Source: an optimization exercise on an open RTL-to-GDS flow (aim: small area). Production flows keep margins and buffers that such runs may drop.
In this exercise RTL edits were held to simulation tests only and were not proved equivalent to the original.
Power and IR drop assume default switching activity.

==> inputs of fjord <==
==> flow/design.v <==
`timescale 1ns / 1ps
module top(
    clk, rst, row, col,
    an, seg, led_reset, led_check, ps, dispense, money, btn, refnd, dp, E_quantity
    );
    input wire clk;
    input wire rst;
    input wire [3:0] row;
    input wire btn;
    input wire refnd;
    output wire [3:0] an;
    output wire dp;
    output reg [6:0] seg;
    output reg led_reset;
    output wire [3:0] col;
    output reg dispense;
    output reg [2:0] ps;
    output wire led_check;
    output reg [3:0] money;
    output reg [3:0] E_quantity;
    assign dp = 1'b1;
    reg [2:0] c8;
    reg [5:0] c50;
    reg       w;     
    reg       vf;    
    reg [1:0] ci;    
    reg       vs;    
    wire fast = (c8 == 3'd7);
    wire slow = (c8 == 3'd3) && (c50 == 6'd25);
    wire wrap = (c50 == 6'd49);
    always @(posedge clk) begin
        if (rst) begin
            c8 <= 3'd4;
            c50 <= 6'd0;
            w <= 1'b0;
            vf <= 1'b0;
            ci <= 2'd3;
            vs <= 1'b0;
        end else begin
            c8 <= c8 + 3'd1;
            if (fast) begin
                c50 <= wrap ? 6'd0 : c50 + 6'd1;
                if (wrap) w <= ~w;
                vf <= 1'b1;
            end
            if (slow) begin
                ci <= ci + 2'd1;
                vs <= 1'b1;
            end
        end
    end
    wire [1:0] m  = {c50[1] ^ w, c50[0]};
    wire [1:0] ai = m - 2'd1;
    assign led_check = c50[0];
    assign an  = vf ? ~(4'b1000 >> ai) : 4'b1111;
    assign col = vs ? ~(4'b1000 >> ci) : 4'b0000;
    reg [3:0] LED;
    reg [3:0] key;
    always @* begin
        key = 4'd0;
        if (vs)
            case (ci)
                2'd0: case (row)
                        4'b0111: key = 4'hD;
                        4'b1011: key = 4'hC;
                        4'b1101: key = 4'hB;
                        4'b1110: key = 4'hA;
                        default: key = 4'd0;
                      endcase
                2'd1: key = (row == 4'b0111) ? 4'hE : 4'd0;
                2'd2: key = (row == 4'b1101) ? 4'd5 : (row == 4'b1110) ? 4'd2 : 4'd0;
                2'd3: key = (row == 4'b1110) ? 4'd1 : 4'd0;
            endcase
    end
    always @(posedge clk)
        if (rst) LED <= 4'd0;
        else if (slow) LED <= key;
    localparam R = 3'd0, PS = 3'd1, AS = 3'd2, DS = 3'd3, CH = 3'd4, RF = 3'd5, ST = 3'd6;
    reg [2:0] ns;
    reg       flag2;
    reg [2:0] cp;     
    reg [2:0] cpr;    
    reg [3:0] qA, qB, qC, qD;
    function [3:0] price(input [2:0] c);
        case (c)
            3'd2: price = 4'd6;
            3'd3: price = 4'd5;
            3'd4: price = 4'd9;
            3'd5: price = 4'd4;
            3'd6: price = 4'd11;
            default: price = 4'd0;
        endcase
    endfunction
    wire       pkey = LED[3] & vs;
    wire       coin = ~LED[3] & (LED[2:0] != 3'd0);
    wire [2:0] sel  = pkey ? LED[2:0] : cp;
    wire [3:0] CurrPrice = price(cpr);
    wire [4:0] diff = {1'b0, money} - {1'b0, CurrPrice};
    wire       ge = ~diff[4];
    wire       eq = (diff[3:0] == 4'd0);
    reg        empty;
    always @*
        case (sel)
            3'd2: empty = (qA == 4'd0);
            3'd3: empty = (qB == 4'd0);
            3'd4: empty = (qC == 4'd0);
            3'd5: empty = (qD == 4'd0);
            default: empty = (E_quantity == 4'd0);
        endcase
    always @(posedge clk)
        if (rst) begin
            ps <= R;
            ns <= R;
            money <= 4'd0;
            dispense <= 1'b0;
            led_reset <= 1'b0;
        end else if (slow) begin
            ps <= ns;
            case (ps)
                R: begin
                    led_reset <= 1'b1;
                    if (pkey) ns <= PS;
                    else begin
                        money <= 4'd0;
                        dispense <= 1'b0;
                    end
                end
                PS: begin
                    if (pkey) ns <= PS;
                    else if (coin) begin
                        ns <= AS;
                        money <= money + {1'b0, LED[2:0]};
                    end
                    if (empty) ns <= ST;
                end
                AS: begin
                    led_reset <= ~led_reset;
                    if (refnd) ns <= RF;
                    if (coin) money <= money + {1'b0, LED[2:0]};
                    if (ge) ns <= DS;
                end
                DS: begin
                    dispense <= 1'b1;
                    if (btn) ns <= R;
                    else if (ge && !eq) ns <= CH;
                    else if (eq) ns <= DS;
                end
                default: begin  
                    if (btn) ns <= R;
                    else ns <= ps;
                end
            endcase
        end
    wire dec = slow & (ps == DS) & ~flag2;
    always @(posedge clk)
        if (rst) begin
            qA <= 4'd10;
            qB <= 4'd4;
            qC <= 4'd1;
            qD <= 4'd3;
            E_quantity <= 4'd2;
        end else begin
            qA <= qA - {3'd0, dec & (cp == 3'd2)};
            qB <= qB - {3'd0, dec & (cp == 3'd3)};
            qC <= qC - {3'd0, dec & (cp == 3'd4)};
            qD <= qD - {3'd0, dec & (cp == 3'd5)};
            E_quantity <= E_quantity - {3'd0, dec & (cp == 3'd6)};
        end
    always @(posedge clk)
        if (rst) begin
            cp <= 3'd0;
            cpr <= 3'd0;
            flag2 <= 1'b0;
        end else if (slow)
            case (ps)
                R: begin
                    if (pkey) cp <= LED[2:0];
                    else begin
                        flag2 <= 1'b0;
                        cpr <= 3'd0;
                    end
                end
                PS: begin
                    if (pkey) cp <= LED[2:0];
                    cpr <= sel;
                end
                DS: flag2 <= 1'b1;
                default: ;
            endcase
    function [6:0] letter(input [2:0] c);
        case (c)
            3'd2: letter = 7'b0001000;   
            3'd3: letter = 7'b0000011;   
            3'd4: letter = 7'b1000110;   
            3'd5: letter = 7'b0100001;   
            3'd6: letter = 7'b0000110;   
            default: letter = 7'b1111111;
        endcase
    endfunction
    function [6:0] digit(input [3:0] v);    
        case (v)
            4'h0, 4'hA: digit = 7'b1000000;
            4'h1, 4'hB: digit = 7'b1111001;
            4'h2, 4'hC: digit = 7'b0100100;
            4'h3, 4'hD: digit = 7'b0110000;
            4'h4, 4'hE: digit = 7'b0011001;
            4'h5, 4'hF: digit = 7'b0010010;
            4'h6: digit = 7'b0000010;
            4'h7: digit = 7'b1111000;
            4'h8: digit = 7'b0000000;
            default: digit = 7'b0010000;
        endcase
    endfunction
    reg [3:0] val;
    always @*
        case (ps)
            PS: val = CurrPrice;
            AS: val = -diff[3:0];
            CH: val = diff[3:0];
            default: val = money;
        endcase
    wire [6:0] tens = (val >= 4'd10) ? 7'b1111001 : 7'b1000000;
    reg [6:0] dnext;
    always @*
        case (ps)
            R:  case (ai)
                    2'd3: dnext = vf ? 7'b0000011 : 7'b1111111;
                    2'd0: dnext = 7'b1000001;
                    2'd1: dnext = 7'b0010001;
                    default: dnext = 7'b1111111;
                endcase
            PS: case (ai)
                    2'd3: dnext = letter(cp);
                    2'd0: dnext = 7'b1111111;
                    2'd1: dnext = tens;
                    default: dnext = digit(val);
                endcase
            AS: case (ai)
                    2'd3: dnext = letter(cp);
                    2'd0: dnext = 7'b0111111;
                    2'd1: dnext = tens;
                    default: dnext = digit(val);
                endcase
            DS: case (ai)
                    2'd3: dnext = 7'b0100001;
                    2'd0: dnext = 7'b1111001;
                    2'd1: dnext = 7'b0010010;
                    default: dnext = 7'b0001100;
                endcase
            CH: case (ai)
                    2'd3: dnext = 7'b1000110;
                    2'd0: dnext = 7'b0001001;
                    2'd1: dnext = tens;
                    default: dnext = digit(val);
                endcase
            RF: case (ai)
                    2'd3: dnext = 7'b0101111;
                    2'd0: dnext = 7'b0001110;
                    2'd1: dnext = tens;
                    default: dnext = digit(val);
                endcase
            ST: case (ai)
                    2'd3: dnext = 7'b0101011;
                    2'd0: dnext = 7'b0100011;
                    2'd1: dnext = 7'b1111111;
                    default: dnext = letter(cp);
                endcase
            default: dnext = 7'b1111111;
        endcase
    always @(posedge clk)
        if (rst) seg <= 7'b1111111;
        else if (fast) seg <= dnext;
endmodule
==> flow/flow/run.sh <==
#!/bin/bash
# Own layout flow: the standard ORFS flow (standard.sh) with
#  - synthesis through flow/synth.tcl (standard synthesis, area-oriented ABC
#    mapping, no half/full adder cell extraction),
#  - port buffers of the smallest buffer cell,
#  - a clock tree of small clock buffers without dummy loads.
# Each tool's full output goes to the ORFS logs under orfs/logs/; make's own
# output goes to flow_make.log in this folder.
set -euo pipefail
W=$(pwd)
bash standard.sh \
  SYNTH_SCRIPT="$W/flow/synth.tcl" \
  ADDER_MAP_FILE= \
  "BUFFER_PORTS_ARGS=-buffer_cell sky130_fd_sc_hd__buf_1" \
  "CTS_ARGS=-sink_clustering_enable -repair_clock_nets -dont_use_dummy_load -buf_list sky130_fd_sc_hd__clkbuf_4 -sink_clustering_size 20 -sink_clustering_max_diameter 100" \
  finish > "$W/flow_make.log" 2>&1
==> flow/flow/abc_1.script <==
strash
&get -n
&deepsyn -T 30
&dch -f
&nf -R 1000
&put
==> flow/flow/abc_2.script <==
strash
&get -n
&deepsyn -T 60
&put
dch -f
map -a
strash
&get -n
&deepsyn -T 30
&put
dch -f
map -a
==> flow/flow/abc_3.script <==
strash
dc2
&get -n
&dch -f
&nf -R 1000
&put
strash
dc2
&get -n
&dch -f
&nf -R 1000
&put
==> flow/flow/abc_4.script <==
strash
dch
map -B 0.9
topo
==> flow/flow/synth.tcl <==
set own_dir [file dirname [file normalize [info script]]]
set own_scripts [lsort [glob -directory $own_dir abc_*.script]]

proc own_area {} {
  set libargs {}
  foreach lib $::env(LIB_FILES) { lappend libargs -liberty $lib }
  set s [tee -q -s result.string stat {*}$libargs]
  if {[regexp {Chip area for module [^:]*: ([0-9.eE+-]+)} $s -> a]} { return $a }
  return 1e18
}

proc abc {args} {
  set i [lsearch -exact $args -script]
  if {$i < 0} { return [yosys abc {*}$args] }
  yosys design -save own_pre_abc
  set best_area 1e18
  set best {}
  set n 0
  foreach s $::own_scripts {
    yosys design -load own_pre_abc
    set a [lreplace $args [expr {$i + 1}] [expr {$i + 1}] $s]
    if {[catch {yosys abc {*}$a} err]} { puts "own abc: $s failed: $err"; continue }
    yosys opt_clean
    set area [own_area]
    puts "own abc: $s area $area"
    if {$area < $best_area} {
      set best_area $area
      set best $s
      yosys design -save own_best
    }
    incr n
  }
  if {$best eq {}} {
    yosys design -load own_pre_abc
    return [yosys abc {*}$args]
  }
  puts "own abc: using $best (area $best_area)"
  yosys design -load own_best
}

source [file join $own_dir .. synth_recipe.tcl]
==> flow/standard.sh <==
#!/bin/bash
# synth_recipe.tcl (not shown) runs the flow's synth.tcl, then flattens the netlist and writes it again
# the make line also repeats each setting of config.mk as NAME=value (left out here)
make -C /OpenROAD-flow-scripts/flow DESIGN_CONFIG=/design/flow/config.mk WORK_HOME=/design/flow/orfs CLKGATE_MAP_FILE= SYNTH_SCRIPT=/design/flow/synth_recipe.tcl "${@:-finish}"
==> flow/config.mk <==
export PLATFORM = sky130hd
export DESIGN_NAME = top
export DESIGN_NICKNAME = top
export VERILOG_FILES = /design/flow/design.v
export SDC_FILE = /design/flow/constraint.sdc
export NUM_CORES = 4
export LEC_CHECK = 0
export CAP_MARGIN = 20
export CORE_MARGIN = 2
export CORE_UTILIZATION = 40
export SLEW_MARGIN = 20
==> flow/constraint.sdc <==
create_clock -name core_clock -period 10.0 [get_ports {clk}]
set_input_delay 2.0000 -clock core_clock [delete_from_list [all_inputs] [get_ports {clk}]]
set_output_delay 2.0000 -clock core_clock [all_outputs]
set_load 0.01 [all_outputs]
==> inputs of tundra, as changes to fjord <==
==> flow/design.v, changed modules only <==
module top(
    clk, rst, row, col,
    an, seg, led_reset, led_check, ps, dispense, money, btn, refnd, dp, E_quantity
    );
    input wire clk;
    input wire rst;
    input wire [3:0] row;
    input wire btn;
    input wire refnd;
    output wire [3:0] an;
    output wire dp;
    output reg [6:0] seg;
    output reg led_reset;
    output wire [3:0] col;
    output reg dispense;
    output reg [2:0] ps;
    output wire led_check;
    output reg [3:0] money;
    output reg [3:0] E_quantity;
    assign dp = 1'b1;
    reg [2:0] c8;
    reg [5:0] c50;
    reg       w;     
    reg       vf;    
    reg [1:0] ci;    
    reg       vs;    
    wire fast = (c8 == 3'd7);
    wire slow = (c8 == 3'd3) && (c50 == 6'd25);
    wire wrap = (c50 == 6'd49);
    always @(posedge clk) begin
        if (rst) begin
            c8 <= 3'd4;
            c50 <= 6'd0;
            w <= 1'b0;
            vf <= 1'b0;
            ci <= 2'd3;
            vs <= 1'b0;
        end else begin
            c8 <= c8 + 3'd1;
            if (fast) begin
                c50 <= wrap ? 6'd0 : c50 + 6'd1;
                if (wrap) w <= ~w;
                vf <= 1'b1;
            end
            if (slow) begin
                ci <= ci + 2'd1;
                vs <= 1'b1;
            end
        end
    end
    wire [1:0] m  = {c50[1] ^ w, c50[0]};
    wire [1:0] ai = m - 2'd1;
    assign led_check = c50[0];
    assign an  = vf ? ~(4'b1000 >> ai) : 4'b1111;
    assign col = vs ? ~(4'b1000 >> ci) : 4'b0000;
    reg [3:0] LED;
    reg [3:0] key;
    always @* begin
        key = 4'd0;
        if (vs)
            case (ci)
                2'd0: case (row)
                        4'b0111: key = 4'hD;
                        4'b1011: key = 4'hC;
                        4'b1101: key = 4'hB;
                        4'b1110: key = 4'hA;
                        default: key = 4'd0;
                      endcase
                2'd1: key = (row == 4'b0111) ? 4'hE : 4'd0;
                2'd2: key = (row == 4'b1101) ? 4'd5 : (row == 4'b1110) ? 4'd2 : 4'd0;
                2'd3: key = (row == 4'b1110) ? 4'd1 : 4'd0;
            endcase
    end
    always @(posedge clk)
        if (rst) LED <= 4'd0;
        else if (slow) LED <= key;
    localparam R = 3'd0, PS = 3'd1, AS = 3'd2, DS = 3'd3, CH = 3'd4, RF = 3'd5, ST = 3'd6;
    reg [2:0] ns;
    reg       flag2;
    reg [2:0] cp;     
    reg [2:0] cpr;    
    reg [3:0] qA, qB, qC, qD;
    function [3:0] price(input [2:0] c);
        case (c)
            3'd2: price = 4'd6;
            3'd3: price = 4'd5;
            3'd4: price = 4'd9;
            3'd5: price = 4'd4;
            3'd6: price = 4'd11;
            default: price = 4'd0;
        endcase
    endfunction
    wire       pkey = LED[3];
    wire       coin = ~LED[3] & (LED[2:0] != 3'd0);
    wire [2:0] sel  = pkey ? LED[2:0] : cp;
    wire [3:0] CurrPrice = price(cpr);
    wire [4:0] diff = {1'b0, money} - {1'b0, CurrPrice};
    wire       ge = ~diff[4];
    wire       eq = (diff[3:0] == 4'd0);
    reg        empty;
    always @*
        case (sel)
            3'd2: empty = (qA == 4'd0);
            3'd3: empty = (qB == 4'd0);
            3'd4: empty = (qC == 4'd0);
            3'd5: empty = (qD == 4'd0);
            3'd6: empty = (E_quantity == 4'd0);
            default: empty = 1'b0;
        endcase
    always @(posedge clk)
        if (rst) begin
            ps <= R;
            ns <= R;
            flag2 <= 1'b0;
            money <= 4'd0;
            dispense <= 1'b0;
            led_reset <= 1'b0;
            cp <= 3'd0;
            cpr <= 3'd0;
            qA <= 4'd10;
            qB <= 4'd4;
            qC <= 4'd1;
            qD <= 4'd3;
            E_quantity <= 4'd2;
        end else if (slow) begin
            ps <= ns;
            case (ps)
                R: begin
                    led_reset <= 1'b1;
                    if (pkey) begin
                        ns <= PS;
                        cp <= LED[2:0];
                    end else begin
                        flag2 <= 1'b0;
                        money <= 4'd0;
                        dispense <= 1'b0;
                        cpr <= 3'd0;
                    end
                end
                PS: begin
                    if (pkey) begin
                        cp <= LED[2:0];
                        ns <= PS;
                    end else if (coin) begin
                        ns <= AS;
                        money <= money + {1'b0, LED[2:0]};
                    end
                    cpr <= sel;
                    if (sel == 3'd0) ns <= PS;
                    else if (empty) ns <= ST;
                end
                AS: begin
                    led_reset <= ~led_reset;
                    if (refnd) ns <= RF;
                    if (coin) money <= money + {1'b0, LED[2:0]};
                    if (ge) ns <= DS;
                end
                DS: begin
                    dispense <= 1'b1;
                    if (!flag2)
                        case (cp)
                            3'd2: qA <= qA - 4'd1;
                            3'd3: qB <= qB - 4'd1;
                            3'd4: qC <= qC - 4'd1;
                            3'd5: qD <= qD - 4'd1;
                            3'd6: E_quantity <= E_quantity - 4'd1;
                            default: ;
                        endcase
                    flag2 <= 1'b1;
                    if (btn) ns <= R;
                    else if (ge && !eq) ns <= CH;
                    else if (eq) ns <= DS;
                end
                CH, RF, ST: begin
                    if (btn) ns <= R;
                    else ns <= ps;
                end
                default: begin
                    ns <= R;
                    led_reset <= 1'b0;
                end
            endcase
        end
    function [6:0] letter(input [2:0] c);
        case (c)
            3'd2: letter = 7'b0001000;   
            3'd3: letter = 7'b0000011;   
            3'd4: letter = 7'b1000110;   
            3'd5: letter = 7'b0100001;   
            3'd6: letter = 7'b0000110;   
            default: letter = 7'b1111111;
        endcase
    endfunction
    function [6:0] digit(input [3:0] v);    
        case (v)
            4'h0, 4'hA: digit = 7'b1000000;
            4'h1, 4'hB: digit = 7'b1111001;
            4'h2, 4'hC: digit = 7'b0100100;
            4'h3, 4'hD: digit = 7'b0110000;
            4'h4, 4'hE: digit = 7'b0011001;
            4'h5, 4'hF: digit = 7'b0010010;
            4'h6: digit = 7'b0000010;
            4'h7: digit = 7'b1111000;
            4'h8: digit = 7'b0000000;
            default: digit = 7'b0010000;
        endcase
    endfunction
    reg [3:0] val;
    always @*
        case (ps)
            PS: val = CurrPrice;
            AS: val = -diff[3:0];
            CH: val = diff[3:0];
            default: val = money;
        endcase
    wire [6:0] tens = (val >= 4'd10) ? 7'b1111001 : 7'b1000000;
    reg [6:0] dnext;
    always @*
        case (ps)
            R:  case (ai)
                    2'd3: dnext = vf ? 7'b0000011 : 7'b1111111;
                    2'd0: dnext = 7'b1000001;
                    2'd1: dnext = 7'b0010001;
                    default: dnext = 7'b1111111;
                endcase
            PS: case (ai)
                    2'd3: dnext = letter(cp);
                    2'd0: dnext = 7'b1111111;
                    2'd1: dnext = tens;
                    default: dnext = digit(val);
                endcase
            AS: case (ai)
                    2'd3: dnext = letter(cp);
                    2'd0: dnext = 7'b0111111;
                    2'd1: dnext = tens;
                    default: dnext = digit(val);
                endcase
            DS: case (ai)
                    2'd3: dnext = 7'b0100001;
                    2'd0: dnext = 7'b1111001;
                    2'd1: dnext = 7'b0010010;
                    default: dnext = 7'b0001100;
                endcase
            CH: case (ai)
                    2'd3: dnext = 7'b1000110;
                    2'd0: dnext = 7'b0001001;
                    2'd1: dnext = tens;
                    default: dnext = digit(val);
                endcase
            RF: case (ai)
                    2'd3: dnext = 7'b0101111;
                    2'd0: dnext = 7'b0001110;
                    2'd1: dnext = tens;
                    default: dnext = digit(val);
                endcase
            ST: case (ai)
                    2'd3: dnext = 7'b0101011;
                    2'd0: dnext = 7'b0100011;
                    2'd1: dnext = 7'b1111111;
                    default: dnext = letter(cp);
                endcase
            default: dnext = 7'b1111111;
        endcase
    always @(posedge clk)
        if (rst) seg <= 7'b1111111;
        else if (fast) seg <= dnext;
endmodule
==> flow/run.sh (new file) <==
#!/bin/bash
# synth_recipe.tcl (not shown) runs the flow's synth.tcl, then flattens the netlist and writes it again
# the make line also repeats each setting of config.mk as NAME=value (left out here)
make -C /OpenROAD-flow-scripts/flow DESIGN_CONFIG=/design/flow/config.mk WORK_HOME=/design/flow/orfs CLKGATE_MAP_FILE= SYNTH_SCRIPT=/design/flow/synth_recipe.tcl finish
Settings changed: ABC_AREA from default to 1, CTS_BUF_LIST from default to sky130_fd_sc_hd__clkbuf_4, CTS_CLUSTER_DIAMETER from default to 100, CTS_CLUSTER_SIZE from default to 20.
removed: flow/flow/run.sh
removed: flow/flow/abc_1.script
removed: flow/flow/abc_2.script
removed: flow/flow/abc_3.script
removed: flow/flow/abc_4.script
removed: flow/flow/synth.tcl
removed: flow/standard.sh
==> inputs of maple, as changes to fjord <==
==> flow/design.v, changed modules only <==
module top(
    clk, rst, row, col,
    an, seg, led_reset, led_check, ps, dispense, money, btn, refnd, dp, E_quantity
    );
    input wire clk;
    input wire rst;
    input wire [3:0] row;
    input wire btn;
    input wire refnd;
    output wire [3:0] an;
    output wire dp;
    output reg [6:0] seg;
    output reg led_reset;
    output wire [3:0] col;
    output reg dispense;
    output reg [2:0] ps;
    output wire led_check;
    output reg [3:0] money;
    output reg [3:0] E_quantity;
    assign dp = 1'b1;
    reg [2:0] c8;
    reg [5:0] c50;
    reg       w;     
    reg       vf;    
    reg [1:0] ci;    
    reg       vs;    
    wire fast = (c8 == 3'd7);
    wire slow = (c8 == 3'd3) && (c50 == 6'd25);
    wire wrap = (c50 == 6'd49);
    always @(posedge clk) begin
        if (rst) begin
            c8 <= 3'd4;
            c50 <= 6'd0;
            w <= 1'b0;
            vf <= 1'b0;
            ci <= 2'd3;
            vs <= 1'b0;
        end else begin
            c8 <= c8 + 3'd1;
            if (fast) begin
                c50 <= wrap ? 6'd0 : c50 + 6'd1;
                if (wrap) w <= ~w;
                vf <= 1'b1;
            end
            if (slow) begin
                ci <= ci + 2'd1;
                vs <= 1'b1;
            end
        end
    end
    wire [1:0] m  = {c50[1] ^ w, c50[0]};
    wire [1:0] ai = m - 2'd1;
    assign led_check = c50[0];
    assign an  = vf ? ~(4'b1000 >> ai) : 4'b1111;
    assign col = vs ? ~(4'b1000 >> ci) : 4'b0000;
    reg [3:0] LED;
    reg [3:0] key;
    always @* begin
        key = 4'd0;
        if (vs)
            case (ci)
                2'd0: case (row)
                        4'b0111: key = 4'hD;
                        4'b1011: key = 4'hC;
                        4'b1101: key = 4'hB;
                        4'b1110: key = 4'hA;
                        default: key = 4'd0;
                      endcase
                2'd1: key = (row == 4'b0111) ? 4'hE : 4'd0;
                2'd2: key = (row == 4'b1101) ? 4'd5 : (row == 4'b1110) ? 4'd2 : 4'd0;
                2'd3: key = (row == 4'b1110) ? 4'd1 : 4'd0;
            endcase
    end
    always @(posedge clk)
        if (rst) LED <= 4'd0;
        else if (slow) LED <= key;
    localparam R = 3'd0, PS = 3'd1, AS = 3'd2, DS = 3'd3, CH = 3'd4, RF = 3'd5, ST = 3'd6;
    reg [2:0] ns;
    reg       flag2;
    reg [2:0] cp;     
    reg [2:0] cpr;    
    reg [3:0] qA, qB, qC, qD;
    function [3:0] price(input [2:0] c);
        case (c)
            3'd2: price = 4'd6;
            3'd3: price = 4'd5;
            3'd4: price = 4'd9;
            3'd5: price = 4'd4;
            3'd6: price = 4'd11;
            default: price = 4'd0;
        endcase
    endfunction
    wire       pkey = LED[3];
    wire       coin = ~LED[3] & (LED[2:0] != 3'd0);
    wire [2:0] sel  = pkey ? LED[2:0] : cp;
    wire [3:0] CurrPrice = price(cpr);
    wire [4:0] diff = {1'b0, money} - {1'b0, CurrPrice};
    wire       ge = ~diff[4];
    wire       eq = (diff[3:0] == 4'd0);
    reg        empty;
    always @*
        case (sel)
            3'd2: empty = (qA == 4'd0);
            3'd3: empty = (qB == 4'd0);
            3'd4: empty = (qC == 4'd0);
            3'd5: empty = (qD == 4'd0);
            3'd6: empty = (E_quantity == 4'd0);
            default: empty = 1'b0;
        endcase
    always @(posedge clk)
        if (rst) begin
            ps <= R;
            ns <= R;
            flag2 <= 1'b0;
            money <= 4'd0;
            dispense <= 1'b0;
            led_reset <= 1'b0;
            cp <= 3'd0;
            cpr <= 3'd0;
            qA <= 4'd10;
            qB <= 4'd4;
            qC <= 4'd1;
            qD <= 4'd3;
            E_quantity <= 4'd2;
        end else if (slow) begin
            ps <= ns;
            case (ps)
                R: begin
                    led_reset <= 1'b1;
                    if (pkey) begin
                        ns <= PS;
                        cp <= LED[2:0];
                    end else begin
                        flag2 <= 1'b0;
                        money <= 4'd0;
                        dispense <= 1'b0;
                        cpr <= 3'd0;
                    end
                end
                PS: begin
                    if (pkey) begin
                        cp <= LED[2:0];
                        ns <= PS;
                    end else if (coin) begin
                        ns <= AS;
                        money <= money + {1'b0, LED[2:0]};
                    end
                    cpr <= sel;
                    if (sel == 3'd0) ns <= PS;
                    else if (empty) ns <= ST;
                end
                AS: begin
                    led_reset <= ~led_reset;
                    if (refnd) ns <= RF;
                    if (coin) money <= money + {1'b0, LED[2:0]};
                    if (ge) ns <= DS;
                end
                DS: begin
                    dispense <= 1'b1;
                    if (!flag2)
                        case (cp)
                            3'd2: qA <= qA - 4'd1;
                            3'd3: qB <= qB - 4'd1;
                            3'd4: qC <= qC - 4'd1;
                            3'd5: qD <= qD - 4'd1;
                            3'd6: E_quantity <= E_quantity - 4'd1;
                            default: ;
                        endcase
                    flag2 <= 1'b1;
                    if (btn) ns <= R;
                    else if (ge && !eq) ns <= CH;
                    else if (eq) ns <= DS;
                end
                CH, RF, ST: begin
                    if (btn) ns <= R;
                    else ns <= ps;
                end
                default: begin
                    ns <= R;
                    led_reset <= 1'b0;
                end
            endcase
        end
    function [6:0] letter(input [2:0] c);
        case (c)
            3'd2: letter = 7'b0001000;   
            3'd3: letter = 7'b0000011;   
            3'd4: letter = 7'b1000110;   
            3'd5: letter = 7'b0100001;   
            3'd6: letter = 7'b0000110;   
            default: letter = 7'b1111111;
        endcase
    endfunction
    function [6:0] digit(input [3:0] v);    
        case (v)
            4'h0, 4'hA: digit = 7'b1000000;
            4'h1, 4'hB: digit = 7'b1111001;
            4'h2, 4'hC: digit = 7'b0100100;
            4'h3, 4'hD: digit = 7'b0110000;
            4'h4, 4'hE: digit = 7'b0011001;
            4'h5, 4'hF: digit = 7'b0010010;
            4'h6: digit = 7'b0000010;
            4'h7: digit = 7'b1111000;
            4'h8: digit = 7'b0000000;
            default: digit = 7'b0010000;
        endcase
    endfunction
    reg [3:0] val;
    always @*
        case (ps)
            PS: val = CurrPrice;
            AS: val = -diff[3:0];
            CH: val = diff[3:0];
            default: val = money;
        endcase
    wire [6:0] tens = (val >= 4'd10) ? 7'b1111001 : 7'b1000000;
    reg [6:0] dnext;
    always @*
        case (ps)
            R:  case (ai)
                    2'd3: dnext = vf ? 7'b0000011 : 7'b1111111;
                    2'd0: dnext = 7'b1000001;
                    2'd1: dnext = 7'b0010001;
                    default: dnext = 7'b1111111;
                endcase
            PS: case (ai)
                    2'd3: dnext = letter(cp);
                    2'd0: dnext = 7'b1111111;
                    2'd1: dnext = tens;
                    default: dnext = digit(val);
                endcase
            AS: case (ai)
                    2'd3: dnext = letter(cp);
                    2'd0: dnext = 7'b0111111;
                    2'd1: dnext = tens;
                    default: dnext = digit(val);
                endcase
            DS: case (ai)
                    2'd3: dnext = 7'b0100001;
                    2'd0: dnext = 7'b1111001;
                    2'd1: dnext = 7'b0010010;
                    default: dnext = 7'b0001100;
                endcase
            CH: case (ai)
                    2'd3: dnext = 7'b1000110;
                    2'd0: dnext = 7'b0001001;
                    2'd1: dnext = tens;
                    default: dnext = digit(val);
                endcase
            RF: case (ai)
                    2'd3: dnext = 7'b0101111;
                    2'd0: dnext = 7'b0001110;
                    2'd1: dnext = tens;
                    default: dnext = digit(val);
                endcase
            ST: case (ai)
                    2'd3: dnext = 7'b0101011;
                    2'd0: dnext = 7'b0100011;
                    2'd1: dnext = 7'b1111111;
                    default: dnext = letter(cp);
                endcase
            default: dnext = 7'b1111111;
        endcase
    always @(posedge clk)
        if (rst) seg <= 7'b1111111;
        else if (fast) seg <= dnext;
endmodule
==> flow/run.sh (new file) <==
#!/bin/bash
# synth_recipe.tcl (not shown) runs the flow's synth.tcl, then flattens the netlist and writes it again
# the make line also repeats each setting of config.mk as NAME=value (left out here)
make -C /OpenROAD-flow-scripts/flow DESIGN_CONFIG=/design/flow/config.mk WORK_HOME=/design/flow/orfs CLKGATE_MAP_FILE= SYNTH_SCRIPT=/design/flow/synth_recipe.tcl finish
Settings changed: ABC_AREA from default to 1.
removed: flow/flow/run.sh
removed: flow/flow/abc_1.script
removed: flow/flow/abc_2.script
removed: flow/flow/abc_3.script
removed: flow/flow/abc_4.script
removed: flow/flow/synth.tcl
removed: flow/standard.sh
==> comparison table <==
metric	fjord	maple	tundra
Group drawing the most power	sequential cells	the clock network	sequential cells
Run status	no timing/DRC/antenna violations	no timing/DRC/antenna violations	no timing/DRC/antenna violations
Via count of the first global-routing pass	3182	4116	4083
Setup slack of the worst register-to-register path	6.18 ns	6.48 ns	6.48 ns
Post-detailed-route via-to-cell ratio	5.76	5.21	5.23
CP bufs+invs	1	2	2
Crit path max fanout	7	11	11
Number of design-rule violations left by the first detailed-router iteration	175	258	283
Average cell area after synthesis	7.51 um^2	6.61 um^2	6.61 um^2
Sequential cell area fraction in the yosys report	37.5%	27.9%	27.9%
Met3 routed wirelength	425 um	438 um	450 um
Post-detail-place hpwl	6.61 mm	9.04 mm	9.04 mm
Post-synthesis share of cell area spent on and, or, nand and nor gates	28.6%	30.2%	30.2%
Worst Slack Setup Final	6.15 ns	6.02 ns	5.93 ns
Relative contribution of combinational cells to total power	3.7%	6.9%	8.7%
Fraction of final layout cells with drive strength greater than 1	2.23%	6.93%	6.80%
Number of standard cells after synthesis	448	683	683
Highest cell delay on the worst timing path	0.53 ns	0.56 ns	0.58 ns
CP arrival	1.85 ns	1.98 ns	2.07 ns
Instance count after placement with tap cells included	590	845	845
Clock transition at the register clock pins on the worst setup and hold paths after CTS	0.12 ns	0.05 ns	0.11 ns
Per-cell routed wire length	15.2 um	13.7 um	13.5 um
First-pass GRT wire length	15.1 mm	19.3 mm	19.1 mm
Slew HR	41.3%	53.4%	52.8%
Proportion of total power due to net switching	24.2%	21.8%	24.8%
Met2 Use GR	33.2%	33.6%	32.9%
Most common cell after layout, fill and taps aside	sky130_fd_sc_hd__dfxtp_1	sky130_fd_sc_hd__nand2_1	sky130_fd_sc_hd__nand2_1

-- port drivers added, routing unchanged --
No port has a modelled driver above. Below, the same layouts with a new extraction and two added sets of constraints.
Step 1 sets driving cells, clkbuf_16 on the clock port and buf_2 on the other inputs (assumed; they add their load-dependent delay and slew).
Step 2 also shifts input and output timing later by t, the mid clock arrival at the registers, as if the neighbouring blocks saw the same clock.
Three values: no drivers, after step 1, after step 2; two values: the first two.
run | t (ns) | slack for setup (ns) | worst hold slack (ns) | worst setup path at the end | clock arrival spread, ns
fjord | 0.433 | 6.146 / 6.116 / 6.180 | 0.470 / 0.470 / 0.470 | register to register | 0.037 / 0.037
tundra | 0.422 | 5.933 / 5.901 / 6.269 | 0.429 / 0.429 / 0.429 | input to register | 0.014 / 0.014
maple | 0.360 | 6.022 / 5.984 / 6.212 | 0.421 / 0.421 / 0.421 | input to register | 0.006 / 0.006
After both steps every run listed still meets setup and hold.
